From an optimization exercise on the open Yosys and OpenROAD flow, aimed at small area, a short achievable clock period and few clock cycles per item; shortcuts taken in it are not production practice. Function was not checked in any run shown here: the RTL went through the layout flow alone. Power and IR drop assume default switching activity.

==> flow/design.v (outline; a module is shown in full before it is edited, if it fits) <==
// module f32_mult: 1457 lines
// module f32_mult_fa: 7 lines
module f32_mult (
  input logic clk, rst_n,
  input logic [31:0] a, b,
  input logic start,
  output logic done,
  output logic [31:0] p
);
  // ...
==> flow/flow/run.sh <==
#!/bin/bash
# The standard layout, with the input/output port buffers made from plain
# buf cells (buffer_ports otherwise picks a slow delay cell for them).
set -euo pipefail
bash standard.sh "BUFFER_PORTS_ARGS=-buffer_cell sky130_fd_sc_hd__buf_4" finish > standard_flow.log 2>&1
==> flow/standard.sh <==
#!/bin/bash
# synth_recipe.tcl (not shown) runs the flow's synth.tcl, then flattens the netlist and writes it again
# the make line also repeats each setting of config.mk as NAME=value (left out here)
make -C /OpenROAD-flow-scripts/flow DESIGN_CONFIG=/design/flow/config.mk WORK_HOME=/design/flow/orfs CLKGATE_MAP_FILE= SYNTH_SCRIPT=/design/flow/synth_recipe.tcl "${@:-finish}"
==> flow/config.mk <==
export PLATFORM = sky130hd
export DESIGN_NAME = f32_mult
export DESIGN_NICKNAME = f32_mult
export VERILOG_FILES = /design/flow/design.v
export SDC_FILE = /design/flow/constraint.sdc
export NUM_CORES = 4
export LEC_CHECK = 0
export ABC_AREA = 1
export CAP_MARGIN = 20
export CORE_MARGIN = 2
export CORE_UTILIZATION = 40
export PLACE_DENSITY = 0.75
export SETUP_SLACK_MARGIN = 4.0
export SLEW_MARGIN = 20
export SYNTH_HIERARCHICAL = 1
export SYNTH_MINIMUM_KEEP_SIZE = 0
==> flow/constraint.sdc <==
create_clock -name core_clock -period 12.0 [get_ports {clk}]
set_input_delay 2.4000 -clock core_clock [delete_from_list [all_inputs] [get_ports {clk}]]
set_output_delay 2.4000 -clock core_clock [all_outputs]
set_load 0.01 [all_outputs]
==> qor.csv, run 1 <==
metric,value,unit
status,no timing/DRC/antenna violations,
hold_class,input port to asynchronous set/reset pin,
tightest_slew,1.19,ns
buffer_area_share,4.73,%
fp.dieH,245,um
post-route-min-period,7.62,ns
cp_num_buf_inv,8,
synthSimpleGateAreaFrac,25.6,%
final_util,44.0,%
cts_tree,built,
core,57600,sq um
regArea,2830,sq um
pg_comb,5890,uW
clkPwrFrac,7.2,%
synth_common_cells,"849 x nand2_1, 298 x o22ai_1, 292 x xor2_1, 262 x fa_1, 239 x inv_1",
p_int,3300,uW
grt-ovfl-total,0,
crit_fanout,19,
syn_area,23200,sq um
peakVddDrop,0.159,mV
yosysMostFrequentCell,nand2_1,
portBuffers,99,
final_common_cell,nand2_1,
synth_edf_count,0,
totalWireLength,82.1,mm
p_seq_share,11.7,%
synth_top_area_share,22.6,%
end_kind,output pin,
p_leak,0.0119,uW
drc,0,
gp_congestion,0.995,
yosysUniqueCellTypes,55,
slowest_delay,0.40,ns
yosys_warnings,8,
hold_viol_final,0,
synth-xor-area-share,11.5,%
setup_slack,4.38,ns
regMostFlops,p_q,
viasPerCell,5.82,
largest_reg_flops,48,
==> run 2, diff against run 1 <==
--- a/flow/config.mk
+++ b/flow/config.mk
@@ -11,5 +11,5 @@
 export CORE_UTILIZATION = 40
 export PLACE_DENSITY = 0.75
-export SETUP_SLACK_MARGIN = 4.0
+export SETUP_SLACK_MARGIN = 1.5
 export SLEW_MARGIN = 20
 export SYNTH_HIERARCHICAL = 1
==> qor.csv, run 2 <==
metric,value,unit,change
cpMostUsedCell,nand2_1,,
clkTransAtPathRegs,0.07,ns,
synth_cells,3199,,
use_met3,5.52,%,
worstPathArrival,5.95,ns,
synth-xor-area-share,11.5,%,unchanged
startpoint_type,flop,,
rsz0062_at_grt,no,,
cp_num_buf_inv,3,,-5
fp.dieH,245,um,unchanged
cp.required,9.60,ns,
critPathSlowestCell,nor2_4,,
grt_pass1_wl,124,mm,
hold_viol_final,0,,unchanged
synth_top_flop_cell,dfxtp_1,,
yosys.area.top_type,fa_1,,
syn_area,23200,sq um,unchanged
grt_max_degree,54,,
die_x,245,um,
yosysMostFrequentCell,nand2_1,,
synth_common_cells,"849 x nand2_1, 298 x o22ai_1, 292 x xor2_1, 262 x fa_1, 239 x inv_1",,
final_cell_mix,"849 x nand2_1, 298 x o22ai_1, 292 x xor2_1",,
n_antenna_cell,0,,
p_leak,0.0117,uW,-1.9%
drt_iter0_markers,2645,,
slew_viol_final,0,,
largest_reg_flops,48,,unchanged
crit_fanout,42,,+23
synthSimpleGateAreaFrac,25.6,%,unchanged
async_flop_share,0.709,%,
dieArea,60000,sq um,
synth-seq-cells,141,,
rows,88,,
yosys_warnings,8,,unchanged
peakVddDrop,0.156,mV,-1.9%
final_util,43.3,%,-0.74 points
nNetsFinal,3623,,
antenna_found_initial,1,,
clkSinkCount,141,,
gp_congestion,0.995,,unchanged
whs,1.72,ns,
reg_top3,"p_q: 48 flops, g_q: 46 flops, sp_pay_q: 22 flops",,
finalCritPeriodShare,69.6,%,
wl_per_cell,20.4,um,
crit_family,simple AND/OR/NAND/NOR gates,,
post_synth.cell_area_avg,7.26,sq um,
synth-seq-area-share,12.2,%,
synthAdderAreaFrac,29.6,%,
cts_tree,built,,
nFillCells,5775,,
grt_use_met2,42.0,%,
totalWireLength,80.5,mm,-1.8%
cts_resized,0,,
clock.fmax,120,MHz,
final_common_cell,nand2_1,,
synth_compound_area_share,12.9,%,
viasPerCell,5.80,,-0.34%
hold_class,input port to asynchronous set/reset pin,,
endpoint,p[9],,
synth_top_area_share,22.6,%,unchanged
ant_nets,0,,
cts_buffers,17,,
crit_path_start,lz_q[3],,
syn_nets,3658,,
h-tree-depth,4,,
drc,0,,unchanged
synth.area.mux_share,0,%,
regMostFlops,p_q,,
cts_max_path_buffers,2,,
synth_top_family_by_area,adder cells,,
synth_edf_count,0,,unchanged
drive_above_1_share,8.12,%,
dr.pass1.iters,6,,
final-setup-viol-count,0,,
syn_to_final_growth,7.36,%,
setup.worst_path.class,flop to output pin,,
initial_core_util,40.3,%,
track_usage,26.5,%,
grt_pass1_vias,22300,,
end_kind,output pin,,
post-route-min-period,8.35,ns,+0.724 ns
core,57600,sq um,unchanged
drv_cap,0,,
tightest_slew,1.17,ns,-0.0181 ns
synth_area_leaders,"fa_1 23%, nand2_1 14%, dfxtp_1 12%, xor2_1 11%, o22ai_1 8.0%",,
busiest_layer,met2,,
portBuffers,99,,unchanged
cts_setup_buffers,0,,
power_density,286,nW/um^2,
yosysUniqueCellTypes,55,,unchanged
io_pins,100,,
status,no timing/DRC/antenna violations,,
slew_headroom,21.4,%,
grt-ovfl-total,0,,unchanged
hpwlAfterDp,60.4,mm,
holdBufCountCts,0,,
cts_root_buf,clkbuf_16,,
fin_tns_setup,0,ns,
vias,22900,,
use_met1,33.8,%,
cp_num_cells,27,,
slowest_delay,0.60,ns,+0.20 ns
run 2: cell counts after synthesis:
No cell type changed its count.
run 2: layout make-up:
type / count / area [sq um] / area share, %
flip-flops and latches: 141 / 2830 / 11.3
clock buffers: 17 / 425 / 1.71
inverters: 285 / 1070 / 4.29
clock inverters: 15 / 155 / 0.622
multi-input cells: 2587 / 18500 / 74.2
repair buffers: 132 / 991 / 3.98
well taps: 765 / 957 / 3.84
run 2: how the worst min path moves through the flow:
stage,from,to,cells past startpoint,slack [ns]
after floorplan,rst_n,done,0,2.10
after global placement,rst_n,done,1,2.18
after detailed placement,rst_n,done,1,2.18
after CTS,rst_n,done,1,1.71
after global routing,rst_n,done,1,1.70
final,rst_n,done,1,1.72
run 2: metal layers:
layer / up-vias / share of wire (%)
met5: - / 0.016
met4: 2 / 5.5
met3: 281 / 11
met2: 1487 / 45
met1: 10700 / 39
li1: 10400 / -
run 2: where the power goes:
part | internal, uW | total (uW) | switching [uW] | leakage, uW
Combinational | 2220 | 5750 | 3530 | 0.0102
Clock | 292 | 523 | 231 | 0.000278
Sequential | 721 | 847 | 126 | 0.00117
Total | 3240 | 7120 | 3880 | 0.0117
run 2: cells by family after synthesis:
family | after synthesis
adder cells (fa/ha/maj) | 392
AND/OR/NAND/NOR | 1386
flip-flops | 141
XOR/XNOR | 306
buffers and inverters | 471
AO/OA/AOI/OAI | 503
run 2: modules after synthesis, one instance, submodules excluded:
module / cells / flops+latches / copies in the design / area, sq um
f32_mult: 2942 / 141 / 1 / 18100
f32_mult_fa: 1 / 0 / 257 / 20.0
run 2: metrics by stage:
step | setup slack (ns) | std cells | power (uW) | instance area [sq um]
6_report | 3.65 | 3942 | 7120 | 24900
5_1_grt | 3.06 | 3942 | 7710 | 24900
4_1_cts | 3.70 | 3942 | 6960 | 24900
3_5_place_dp | 4.21 | 3910 | 6400 | 24300
3_3_place_gp | 4.30 | 3910 | 6240 | 24300
2_1_floorplan | 5.38 | 3199 | 4490 | 23200
==> run 3, diff against run 2 <==
--- a/flow/config.mk
+++ b/flow/config.mk
@@ -11,5 +11,5 @@
 export CORE_UTILIZATION = 40
 export PLACE_DENSITY = 0.75
-export SETUP_SLACK_MARGIN = 1.5
+export SETUP_SLACK_MARGIN = 5.0
 export SLEW_MARGIN = 20
 export SYNTH_HIERARCHICAL = 1
==> qor.csv, run 3 <==
metric,value,unit,change
totalWireLength,86.6,mm,+7.5%
io_pins,100,,unchanged
p_sw_share,53.8,%,-0.74 points
p_sw,4380,uW,+13%
final_common_cell,nand2_1,,
syn_nets,3658,,unchanged
drt_iter0_markers,3106,,+17%
busiest_layer,met2,,
dr.pass1.iters,6,,unchanged
slowest_delay,0.34,ns,-0.26 ns
grt_use_met2,44.2,%,+2.1 points
drive_above_1_share,17.8,%,+9.7 points
status,no timing/DRC/antenna violations,,
peakVddDrop,0.158,mV,+0.80%
startpoint_type,flop,,
synth-seq-area-share,12.2,%,unchanged
yosys_warnings,8,,unchanged
async_flop_share,0.709,%,unchanged
grt_pass1_wl,131,mm,+5.6%
antenna_found_initial,1,,unchanged
worstPathArrival,4.95,ns,-1.00 ns
drc,0,,unchanged
use_met3,5.78,%,+0.26 points
p_leak,0.0127,uW,+8.8%
cpMostUsedCell,nand2_1,,
ant_nets,0,,unchanged
reg_top3,"p_q: 48 flops, g_q: 46 flops, sp_pay_q: 22 flops",,
gp_congestion,0.995,,unchanged
fp.dieH,245,um,unchanged
finalCritPeriodShare,61.2,%,-8.3 points
place_area,24300,sq um,unchanged
clock.fmax,136,MHz,+14%
syn_to_final_growth,17.9,%,
vias,24100,,+5.3%
clkSinkCount,141,,unchanged
hpwlAfterDp,60.4,mm,unchanged
hold_class,input port to asynchronous set/reset pin,,
power_density,297,nW/um^2,+4.2%
initial_core_util,40.3,%,unchanged
final-setup-viol-count,0,,unchanged
nNetsFinal,3754,,+3.6%
hold_viol_final,0,,unchanged
largest_reg_flops,48,,unchanged
p_seq_share,10.5,%,-1.4 points
cts_root_buf,clkbuf_16,,
regMostFlops,p_q,,
fin_tns_setup,0,ns,unchanged
portBuffers,99,,unchanged
post-route-min-period,7.35,ns,-1.00 ns
syn_area,23200,sq um,unchanged
synth_common_cells,"849 x nand2_1, 298 x o22ai_1, 292 x xor2_1, 262 x fa_1, 239 x inv_1",,
cp.required,9.60,ns,about the same
h-tree-depth,4,,unchanged
synth_top_area_share,22.6,%,unchanged
yosysUniqueCellTypes,55,,unchanged
setup.worst_path.class,flop to output pin,,
use_met1,35.2,%,+1.5 points
core,57600,sq um,unchanged
grt_pass1_vias,23400,,+4.8%
yosys.area.top_type,fa_1,,
slew_headroom,20.6,%,-0.83 points
synth_top_flop_cell,dfxtp_1,,
cts_buffers,17,,unchanged
track_usage,28.0,%,+1.5 points
holdBufCountCts,0,,unchanged
synth_area_leaders,"fa_1 23%, nand2_1 14%, dfxtp_1 12%, xor2_1 11%, o22ai_1 8.0%",,
die_x,245,um,unchanged
crit_fanout,8,,-81%
slew_viol_final,0,,unchanged
final_cell_mix,"765 x nand2_1, 298 x o22ai_1, 286 x xor2_1",,
grt-ovfl-total,0,,unchanged
end_kind,output pin,,
rsz0062_at_grt,yes,,
cts_max_path_buffers,2,,unchanged
wl_per_cell,21.3,um,+4.0%
crit_path_start,p_q[12],,
grt_max_degree,54,,unchanged
clkPwrFrac,6.5,%,-0.9 points
dieArea,60000,sq um,unchanged
viasPerCell,5.91,,+1.8%
drv_cap,0,,unchanged
tightest_slew,1.18,ns,+0.0124 ns
fin_area,27400,sq um,+9.8%
endpoint,p[27],,
p_int,3760,uW,+16%
critPathSlowestCell,dfxtp_2,,
synth_edf_count,0,,unchanged
cts_tree,built,,
synth_cells,3199,,unchanged
synth-seq-cells,141,,unchanged
post_synth.cell_area_avg,7.26,sq um,unchanged
pwr-share-comb,83.0,%,+2.2 points
yosysMostFrequentCell,nand2_1,,
clkTransAtPathRegs,0.07,ns,about the same
rows,88,,unchanged
==> run 3: how the worst min path moves through the flow <==
stage          endpoint  slack (ns)  depth (start not counted)  start
2_1_floorplan      done        2.10                          0  rst_n
3_3_place_gp       done        2.18                          1  rst_n
3_5_place_dp       done        2.18                          1  rst_n
4_1_cts            done        1.71                          1  rst_n
5_1_grt            done        1.71                          1  rst_n
6_report           done        1.72                          1  rst_n
==> run 3: layout make-up <==
class                      count  area [sq um]
multi-input combinational   2603         19800
antenna                        2          5.00
timing repair buffer         247          2130
inverter                     285          1100
sequential                   141          2840
clock buffer                  17           425
fill                        5432         30200
tap                          765           957
clock inverter                15           155
==> run 3: worst max-delay path: cells and delay by family (launching register included) <==
kind	cells	cell delay (ns)
buffers and inverters	5	0.75
adders and majority gates	2	0.35
and+or+nand+nor	24	2.41
DFF	1	0.34
xor gates and xnor gates	1	0.17
AOI/OAI and AO/OA	3	0.47
==> run 3: per-stage QoR <==
stage	setup slack, ns	utilization, %	power, uW	hold WS, ns	cells
3_5_place_dp	4.21	42.3	6400	2.18	3910
6_report	4.65	47.5	8140	1.72	4075
2_1_floorplan	5.38	-	4490	2.10	3199
4_1_cts	4.89	46.1	7510	1.71	4040
5_1_grt	4.42	47.5	8720	1.71	4073
3_3_place_gp	4.30	42.3	6240	2.18	3910
==> run 3: timing repair <==
action                                  in CTS  in global routing
setup buffers                               78                 31
pin swaps                                   77                 89
endpoints found under the setup margin      43                 33
cloned                                      20                  2
resized for setup                          189                144
==> run 3: per-module statistics from Yosys, one instance, submodules excluded <==
module       flip-flops and latches  cells  cell area [sq um]  times used
f32_mult_fa                       0      1               20.0         257
f32_mult                        141   2942              18100           1
==> run 3: kinds of logic after synthesis <==
group	count (synthesis)	share of synthesized area [%]
xor gates and xnor gates	306	11.5
adders and majority gates	392	29.6
and+or+nand+nor	1386	25.6
AOI/OAI and AO/OA	503	12.9
buffers and inverters	471	8.17
DFF	141	12.2
==> run 3: per-layer routing <==
| layer | vias up | part of all wire, % |
|---|---|---|
| met3 | 408 | 11 |
| met5 | - | 0.060 |
| met2 | 1734 | 44 |
| met4 | 2 | 6.8 |
| met1 | 11200 | 37 |
| li1 | 10700 | - |
==> run 3: power by group through the flow <==
stage / registers, uW / clock network [uW] / logic [uW]
after global placement: 848 / 0 / 5390
after detailed placement: 850 / 0 / 5550
after CTS: 845 / 528 / 6140
after global routing: 871 / 546 / 7300
final: 858 / 525 / 6760
after floorplan: 806 / 0 / 3680
==> run 4, diff against run 3 <==
--- a/flow/config.mk
+++ b/flow/config.mk
@@ -11,5 +11,5 @@
 export CORE_UTILIZATION = 40
 export PLACE_DENSITY = 0.75
-export SETUP_SLACK_MARGIN = 5.0
+export SETUP_SLACK_MARGIN = 4.6
 export SLEW_MARGIN = 20
 export SYNTH_HIERARCHICAL = 1
==> qor.csv, run 4 <==
metric,value,unit,change
status,no timing/DRC/antenna violations,,
synth_cells,3199,,unchanged
synth-seq-area-share,12.2,%,unchanged
io_pins,100,,unchanged
grt-ovfl-total,0,,unchanged
viasPerCell,5.89,,-0.24%
portBuffers,99,,unchanged
synth-seq-cells,141,,unchanged
slew_headroom,20.7,%,+0.10 points
totalWireLength,85.7,mm,-1.1%
antenna_found_initial,1,,unchanged
whs,1.73,ns,+0.00628 ns
track_usage,27.1,%,-0.87 points
fin_tns_setup,0,ns,unchanged
fin_area,27000,sq um,-1.5%
startpoint_type,flop,,
async_flop_share,0.709,%,unchanged
hold_class,input port to asynchronous set/reset pin,,
drt_iter0_markers,3087,,-0.61%
cts_tree,built,,
grt_pass1_wl,127,mm,-3.1%
initial_core_util,40.3,%,unchanged
cp_num_buf_inv,5,,unchanged
largest_reg_flops,48,,unchanged
drv_cap,0,,unchanged
clkSinkCount,141,,unchanged
hpwlAfterDp,60.4,mm,unchanged
synth_top_area_share,22.6,%,unchanged
dieArea,60000,sq um,unchanged
clock.fmax,136,MHz,+0.20%
core,57600,sq um,unchanged
final_util,46.8,%,-0.72 points
gp_congestion,0.995,,unchanged
rows,88,,unchanged
critPathSlowestCell,dfxtp_2,,
wl_per_cell,21.1,um,-0.83%
slew_viol_final,0,,unchanged
yosys.area.top_type,fa_1,,
reg_top3,"p_q: 48 flops, g_q: 46 flops, sp_pay_q: 22 flops",,
tightest_slew,1.18,ns,-0.00154 ns
cpMostUsedCell,nand2_1,,
post-route-min-period,7.33,ns,-0.0148 ns
power_density,291,nW/um^2,-2.1%
synth_area_leaders,"fa_1 23%, nand2_1 14%, dfxtp_1 12%, xor2_1 11%, o22ai_1 8.0%",,
crit_fanout,8,,unchanged
synth_edf_count,0,,unchanged
cts_buffers,17,,unchanged
synth_common_cells,"849 x nand2_1, 298 x o22ai_1, 292 x xor2_1, 262 x fa_1, 239 x inv_1",,
stdcell_count,4066,,-0.22%
final_common_cell,nand2_1,,
setup.worst_path.class,flop to output pin,,
nNetsFinal,3746,,-0.21%
clkTransAtPathRegs,0.07,ns,about the same
yosys_warnings,8,,unchanged
fp.dieH,245,um,unchanged
final-setup-viol-count,0,,unchanged
post_synth.cell_area_avg,7.26,sq um,unchanged
vias,24000,,-0.46%
h-tree-depth,4,,unchanged
slowest_delay,0.33,ns,about the same
syn_nets,3658,,unchanged
worstPathArrival,4.93,ns,-0.02 ns
drive_above_1_share,16.5,%,-1.3 points
yosysUniqueCellTypes,55,,unchanged
synth_top_flop_cell,dfxtp_1,,
rsz0062_at_grt,yes,,
grt_max_degree,54,,unchanged
end_kind,output pin,,
peakVddDrop,0.157,mV,-0.74%
cts_max_path_buffers,2,,unchanged
finalCritPeriodShare,61.1,%,-0.12 points
cts_root_buf,clkbuf_16,,
syn_area,23200,sq um,unchanged
final_cell_mix,"776 x nand2_1, 298 x o22ai_1, 287 x xor2_1",,
place_area,24300,sq um,unchanged
yosysMostFrequentCell,nand2_1,,
dr.pass1.iters,6,,unchanged
p_leak,0.0125,uW,-1.4%
syn_to_final_growth,16.1,%,
crit_family,simple AND/OR/NAND/NOR gates,,
dp.cells,3910,,unchanged
grt_pass1_vias,22700,,-2.8%
ant_nets,0,,unchanged
drc,0,,unchanged
die_x,245,um,unchanged
hold_viol_final,0,,unchanged
cp.required,9.60,ns,about the same
regMostFlops,p_q,,
## run 4: path summary, 6_finish.rpt
kind	startpoint	endpoint	slack [ns]	depth (start not counted)
setup / recovery	p_q[12]	p[23]	4.67	32
hold / removal	rst_n	done	1.73	1
max in group asynchronous	rst_n	done	10.19	1
min in group core_clock	start	done	2.07	1
## run 4: through the flow
stage	worst slack [ns]	total power, uW
global route	4.35	8430
detailed placement	4.21	6400
floorplan	5.38	4490
finish	4.67	7850
global placement	4.30	6240
CTS	4.59	7100
## run 4: cell families (layout without fill, tap and decap cells)
family                   Yosys count  in the layout  share of synthesized area (%)
AND/OR/NAND/NOR                 1386           1402                           25.6
AO/OA/AOI/OAI                    503            503                           12.9
buffers and inverters            471            556                           8.17
adder cells (fa/ha/maj)          392            392                           29.6
XOR/XNOR                         306            306                           11.5
flip-flops                       141            141                           12.2
other                              0              1                              0
## run 4: modules after synthesis (local to each module, per instance)
module,copies in the design,flip-flops and latches
f32_mult,1,141
f32_mult_fa,257,0
## run 4: repair_timing
action                     4_1_cts  5_1_grt
pin swaps                       14      105
gates cloned                    11        9
setup endpoints to repair       31       31
gates resized for setup         39      223
hold buffers                     0        0
setup buffers                   29       74
## run 4: layout make-up
type                            count  area, sq um
Fill cell                        5529        30600
Multi-Input combinational cell   2603        19500
Sequential cell                   141         2840
Timing Repair Buffer              238         1970
Inverter                          285         1090
Tap cell                          765          957
Clock buffer                       17          425
Clock inverter                     15          155
Timing Repair inverter              1         7.51
Antenna cell                        1         2.50
## run 4: per-layer routing
layer | up-vias | track usage, % | part of all wire (%)
li1 | 10700 | - | -
met1 | 11200 | 34.5 | 38
met2 | 1717 | 42.6 | 44
met3 | 376 | 5.70 | 11
met4 | 2 | 15.5 | 6.5
met5 | - | 0 | 0.022
## run 4: report_power, final
group          internal, uW  switching (uW)
Sequential              724             136
Combinational          2590            3880
Clock                   293             229
Total                  3600            4250

## afterwards: timing with drivers on the ports
No port has a modelled driver above. Below, the same layouts with a new extraction and two added sets of constraints.
Step 1, drivers: a clkbuf_16 drives clk and a buf_2 each remaining input, both assumed.
Step 2 moves the port delays by t, midway between the first and last clock arrival at a register: inputs arrive t later, outputs are due t later. That takes back most of the time a late clock gives input paths.
Three values: ideal ports, drivers, drivers and shift; two values: the first two.
| run | shift t [ns] | setup WS [ns] | worst slew at a driven data input, ns |
|---|---|---|---|
| run 1 | 0.490 | 4.378 / 4.322 / 4.258 | 0.07 |
| run 2 | 0.494 | 3.653 / 3.593 / 4.088 | 0.07 |
| run 3 | 0.494 | 4.654 / 4.597 / 4.609 | 0.07 |
| run 4 | 0.489 | 4.669 / 4.611 / 4.283 | 0.07 |
After both steps every run listed still meets setup and hold. For run 4, which loses most, drivers alone change the setup slack by -0.058 ns; drivers and shift together by -0.386 ns.
